Source: an optimization exercise on an open RTL-to-GDS flow (aim: small area, a short achievable clock period and few clock cycles per item). Production flows keep margins and buffers that such runs may drop. Where RTL was checked, it was by simulation tests only, not by an equivalence proof against the original.

==> flow/design.v (excerpt) <==
module f32_mult (
  input logic clk, rst_n,
  input logic [31:0] a, b,
  input logic start,
  output logic done,
  output logic [31:0] p
);
Size: roughly 3500 cells after synthesis, roughly 100 I/O pins, about 23000 µm² of cells after synthesis.
==> module f32_mult, before the edit <==
module f32_mult (
  input logic clk, rst_n,
  input logic [31:0] a, b,
  input logic start,
  output logic done,
  output logic [31:0] p
);
function automatic logic [4:0] lzc24(input logic [23:0] x);
  lzc24 = 5'd23;
  for (int i = 0; i < 24; i++)
    if (x[i]) lzc24 = 5'(23 - i);
endfunction
function automatic logic [4:0] tzc24(input logic [23:0] x);
  tzc24 = 5'd23;
  for (int i = 23; i >= 0; i--)
    if (x[i]) tzc24 = 5'(i);
endfunction
logic s_r;
logic a_ez, b_ez, a_fz, b_fz, a_emax, b_emax;
logic a_nan, b_nan, a_inf, b_inf, a_zero, b_zero, a_den, b_den;
assign s_r    = a[31] ^ b[31];
assign a_ez   = (a[30:23] == 8'h00);
assign b_ez   = (b[30:23] == 8'h00);
assign a_fz   = (a[22:0] == 23'h0);
assign b_fz   = (b[22:0] == 23'h0);
assign a_emax = (a[30:23] == 8'hFF);
assign b_emax = (b[30:23] == 8'hFF);
assign a_nan  = a_emax & ~a_fz;
assign b_nan  = b_emax & ~b_fz;
assign a_inf  = a_emax & a_fz;
assign b_inf  = b_emax & b_fz;
assign a_zero = a_ez & a_fz;
assign b_zero = b_ez & b_fz;
assign a_den  = a_ez & ~a_fz;
assign b_den  = b_ez & ~b_fz;
logic [23:0] m_a, m_b;
logic [8:0] x_sum;
assign m_a = {~a_ez, a[22:0]};
assign m_b = {~b_ez, b[22:0]};
assign x_sum = {1'b0, a[30:24], a[23] | a_ez} + {1'b0, b[30:24], b[23] | b_ez};
logic [47:0] prod;
f32_mult_mul24 u_mul (.x(m_a), .y(m_b), .prod(prod));
logic [5:0] lz, tz;             
logic nr;                       
logic [9:0] c_sh;               
logic [5:0] sh;                 
logic [8:0] e_base;
assign lz = {1'b0, lzc24(a_ez ? m_a : m_b)};
assign tz = {1'b0, tzc24(m_a)} + {1'b0, tzc24(m_b)};
assign c_sh = 10'd151 - {1'b0, x_sum};
assign nr = {1'b0, x_sum} >= 10'd128 + {4'b0, lz};
assign e_base = x_sum - 9'd128 - {3'b0, lz};
always_comb begin
  if (nr)
    sh = 6'd23 - lz;
  else if (c_sh[9:6] != 4'd0)
    sh = 6'd63;
  else
    sh = c_sh[5:0];
end
logic [25:0] win;
logic top;
logic [23:0] mant;
logic guard, sticky, round_up;
logic [8:0] e1, e2;
logic [8:0] e_pre;
logic ovf;
logic [30:0] rounded;
logic [3:0] d0, d1, d2;
logic [95:0] v0;
logic [40:0] v1;
logic [28:0] v2;
assign d0 = 4'b1 << sh[1:0];
assign d1 = 4'b1 << sh[3:2];
assign d2 = 4'b1 << sh[5:4];
assign v0 = {47'b0, prod, 1'b0};
always_comb begin
  for (int i = 0; i < 41; i++)
    v1[i] = (d2[0] & v0[i]) | (d2[1] & v0[i + 16]) | (d2[2] & v0[i + 32]) | (d2[3] & v0[i + 48]);
  for (int i = 0; i < 29; i++)
    v2[i] = (d1[0] & v1[i]) | (d1[1] & v1[i + 4]) | (d1[2] & v1[i + 8]) | (d1[3] & v1[i + 12]);
  for (int i = 0; i < 26; i++)
    win[i] = (d0[0] & v2[i]) | (d0[1] & v2[i + 1]) | (d0[2] & v2[i + 2]) | (d0[3] & v2[i + 3]);
end
assign top = win[25];
assign e1 = e_base + 9'd1;
assign e2 = e_base + 9'd2;
always_comb begin
  if (top) begin
    mant = win[25:2];
    guard = win[1];
    sticky = {1'b0, tz} < {1'b0, sh};
  end else begin
    mant = win[24:1];
    guard = win[0];
    sticky = {1'b0, tz} + 7'd1 < {1'b0, sh};
  end
  if (!nr)
    e_pre = {8'b0, mant[23]};
  else if (top)
    e_pre = e2;
  else
    e_pre = e1;
  ovf = nr & (e_pre >= 9'd255);
  round_up = guard & (sticky | mant[0]);
  rounded = {e_pre[7:0], mant[22:0]} + {30'h0, round_up};
end
logic [31:0] result;
always_comb begin
  if (a_nan)
    result = {s_r, 8'hFF, 1'b1, a[21:0]};
  else if (b_nan)
    result = {s_r, 8'hFF, 1'b1, b[21:0]};
  else if ((a_inf | b_inf) & (a_zero | b_zero))
    result = {s_r, 8'hFF, 1'b1, 22'h0};
  else if (a_inf | b_inf)
    result = {s_r, 8'hFF, 23'h0};
  else if (a_zero | b_zero | (a_den & b_den))
    result = {s_r, 31'h0};
  else if (ovf)
    result = {s_r, 8'hFF, 23'h0};
  else
    result = {s_r, rounded};
end
always_ff @(posedge clk)
  p <= result;
always_ff @(posedge clk or negedge rst_n)
  if (!rst_n)
    done <= 1'b0;
  else
    done <= start;
endmodule
clock: 12.0 ns
lec_check: 0
abc_area: 1
cap_margin: 20
core_margin: 2
core_utilization: 40
place_density: 0.75
setup_slack_margin: 1.5
slew_margin: 20
synth_hierarchical: 1
synth_minimum_keep_size: 0
standard.sh (not shown) runs the stock make flow with config.mk's settings and CLKGATE_MAP_FILE= SYNTH_SCRIPT=/design/flow/synth_recipe.tcl, a recipe that flattens the netlist after the stock synthesis.
==> flow/flow/run.sh <==
#!/bin/bash
# The standard layout, with the input/output port buffers made from plain
# buf cells (buffer_ports otherwise picks a slow delay cell for them).
set -euo pipefail
bash standard.sh "BUFFER_PORTS_ARGS=-buffer_cell sky130_fd_sc_hd__buf_4" finish > standard_flow.log 2>&1
The baseline passed the timing, DRC and antenna checks.
Then changed:
--- a/flow/design.v
+++ b/flow/design.v
@@ -67,4 +67,6 @@
 logic ovf;
 logic [30:0] rounded;
+logic [22:0] ones;
+logic [8:0] e_pre1;
 logic [3:0] d0, d1, d2;
 logic [95:0] v0;
@@ -97,4 +99,10 @@
   end
   if (!nr)
+    e_pre1 = {8'b0, mant[23]} + 9'd1;
+  else if (top)
+    e_pre1 = e2 + 9'd1;
+  else
+    e_pre1 = e1 + 9'd1;
+  if (!nr)
     e_pre = {8'b0, mant[23]};
   else if (top)
@@ -103,7 +111,19 @@
     e_pre = e1;
   ovf = nr & (e_pre >= 9'd255);
-  round_up = guard & (sticky | mant[0]);
-  rounded = {e_pre[7:0], mant[22:0]} + {30'h0, round_up};
 end
+logic [22:0] po [0:5];
+always_comb begin
+  po[0] = mant[22:0];
+  for (int l = 0; l < 5; l++)
+    for (int i = 0; i < 23; i++)
+      if ((i >> l) & 1)
+        po[l + 1][i] = po[l][i] & po[l][((i >> l) << l) - 1];
+      else
+        po[l + 1][i] = po[l][i];
+  ones = po[5];
+end
+assign round_up = guard & (sticky | mant[0]);
+assign rounded = {(round_up & ones[22]) ? e_pre1[7:0] : e_pre[7:0],
+                  mant[22:0] ^ ({ones[21:0], 1'b1} & {23{round_up}})};
 logic [31:0] result;
 always_comb begin
Result: Wire length decreases by 4.8%; worst setup slack got worse by 0.028 ns; fmax hardly moves; via count came out lower by 3.6%; die area came out lower by 4.0%; first-iteration DRC count goes up by 5.0%; synthesized cell count shrinks by 5.7%; worst hold slack stays flat.
No run of this note included a check of the RTL's function; only the layout flow was run.

f32_mult, a different RTL version from the one above (not shown whole).
For scale: roughly 3200 cells after synthesis, about 100 I/O pins.
Design f32_mult, start of the top module:
module f32_mult (
  input logic clk, rst_n,
  input logic [31:0] a, b,
  input logic start,
  output logic done,
  output logic [31:0] p
);
clock: 12.0 ns
lec_check: 0
abc_area: 1
cap_margin: 20
core_margin: 2
core_utilization: 40
place_density: 0.75
setup_slack_margin: 4.4
slew_margin: 20
synth_hierarchical: 1
synth_minimum_keep_size: 0
Scripts as last shown in full above: flow/flow/run.sh
Testbench counts at the start, summed over its fixed seeds: cycles 12,000, ops 12,000.
Rerun with:
--- a/flow/design.v
+++ b/flow/design.v
@@ -869,30 +869,28 @@
 logic c_lo_q;
 logic [5:0] sh_q, tz_q;
 logic [3:0] d0_q, d1_q, d2_q;
 logic [8:0] e_base_q;
 logic nr_q;
 logic s_q, sp_nan_q, sp_inf_q, sp_zero_q;
-logic [21:0] sp_pay_q;
 always_ff @(posedge clk) begin
   g_q <= gr;
   p_q <= pr;
-  s_lo_q <= s_lo;
+  s_lo_q <= sp_nan ? sp_pay[15:0] : s_lo;
   c_lo_q <= c_lo;
   sh_q <= sh;
   d0_q <= d0;
   d1_q <= d1;
   d2_q <= d2;
-  e_base_q <= e_base;
+  e_base_q <= sp_nan ? {3'b0, sp_pay[21:16]} : e_base;
   nr_q <= nr;
   tz_q <= tz;
   s_q <= s_r;
   sp_nan_q <= sp_nan;
   sp_inf_q <= sp_inf;
   sp_zero_q <= sp_zero;
-  sp_pay_q <= sp_pay;
 end
 logic st0, st1;
 assign st1 = {1'b0, tz_q} < {1'b0, sh_q};
 assign st0 = {1'b0, tz_q} + 7'd1 < {1'b0, sh_q};
 logic [47:0] prod;
 logic [32:0] hg [0:6];
@@ -974,13 +972,13 @@
 assign round_up = guard & (sticky | mant[0]);
 assign rounded = {(round_up & ones[22]) ? e_pre1[7:0] : e_pre[7:0],
                   mant[22:0] ^ ({ones[21:0], 1'b1} & {23{round_up}})};
 logic [31:0] result;
 always_comb begin
   if (sp_nan_q)
-    result = {s_q, 8'hFF, 1'b1, sp_pay_q};
+    result = {s_q, 8'hFF, 1'b1, e_base_q[5:0], s_lo_q};
   else if (sp_inf_q)
     result = {s_q, 8'hFF, 23'h0};
   else if (sp_zero_q)
     result = {s_q, 31'h0};
   else if (ovf)
     result = {s_q, 8'hFF, 23'h0};
The changed run produced a clean layout.
Global-route usage goes up by 0.39 points.
Die area decreases by 2.8%.
Via count fell by 1.6%.
Fmax rose by 1.2%.
Cell count came out lower by 2.8%.
Setup slack improved by 0.089 ns.
Non-clock buffer count falls by 7.
Testbench counts after the change, summed over its fixed seeds: cycles 12,000, ops 12,000.

==> what the ideal ports hide <==
In the flow no input, the clock included, has a driving cell. The finished layouts below were timed again as built, in two steps. Step 1 assumes that a clkbuf_16 drives the clock port and a buf_2 every other input. Step 2 adds t to the input delays and takes it off the output delays; t is the mean of the earliest and latest rising clock arrival at the registers after step 1. Input paths then give back, and output paths get back, about the clock's delay inside the block. Slacks: ideal / step 1 / step 2; pairs: ideal / step 1.
run	t, ns	setup WS [ns]	hold WS [ns]	worst data-port slew with drivers (ns)	cell pins on the clock port's net
the first run of note 1	0.321	1.743 / 1.727 / 1.406	1.877 / 1.876 / 2.197	0.07	1
the second run of note 1	0.324	1.716 / 1.696 / 1.373	1.876 / 1.864 / 2.187	0.06	1
the first run of note 2	0.506	4.713 / 4.726 / 4.243	1.711 / 1.678 / 2.184	0.12	1
the second run of note 2	0.492	4.803 / 4.746 / 4.534	1.724 / 1.693 / 2.185	0.11	1
After both steps setup and hold are still met in every run listed. The setup slack of the first run of note 2, which loses most, moves by +0.013 ns with the drivers and by -0.470 ns with both steps.
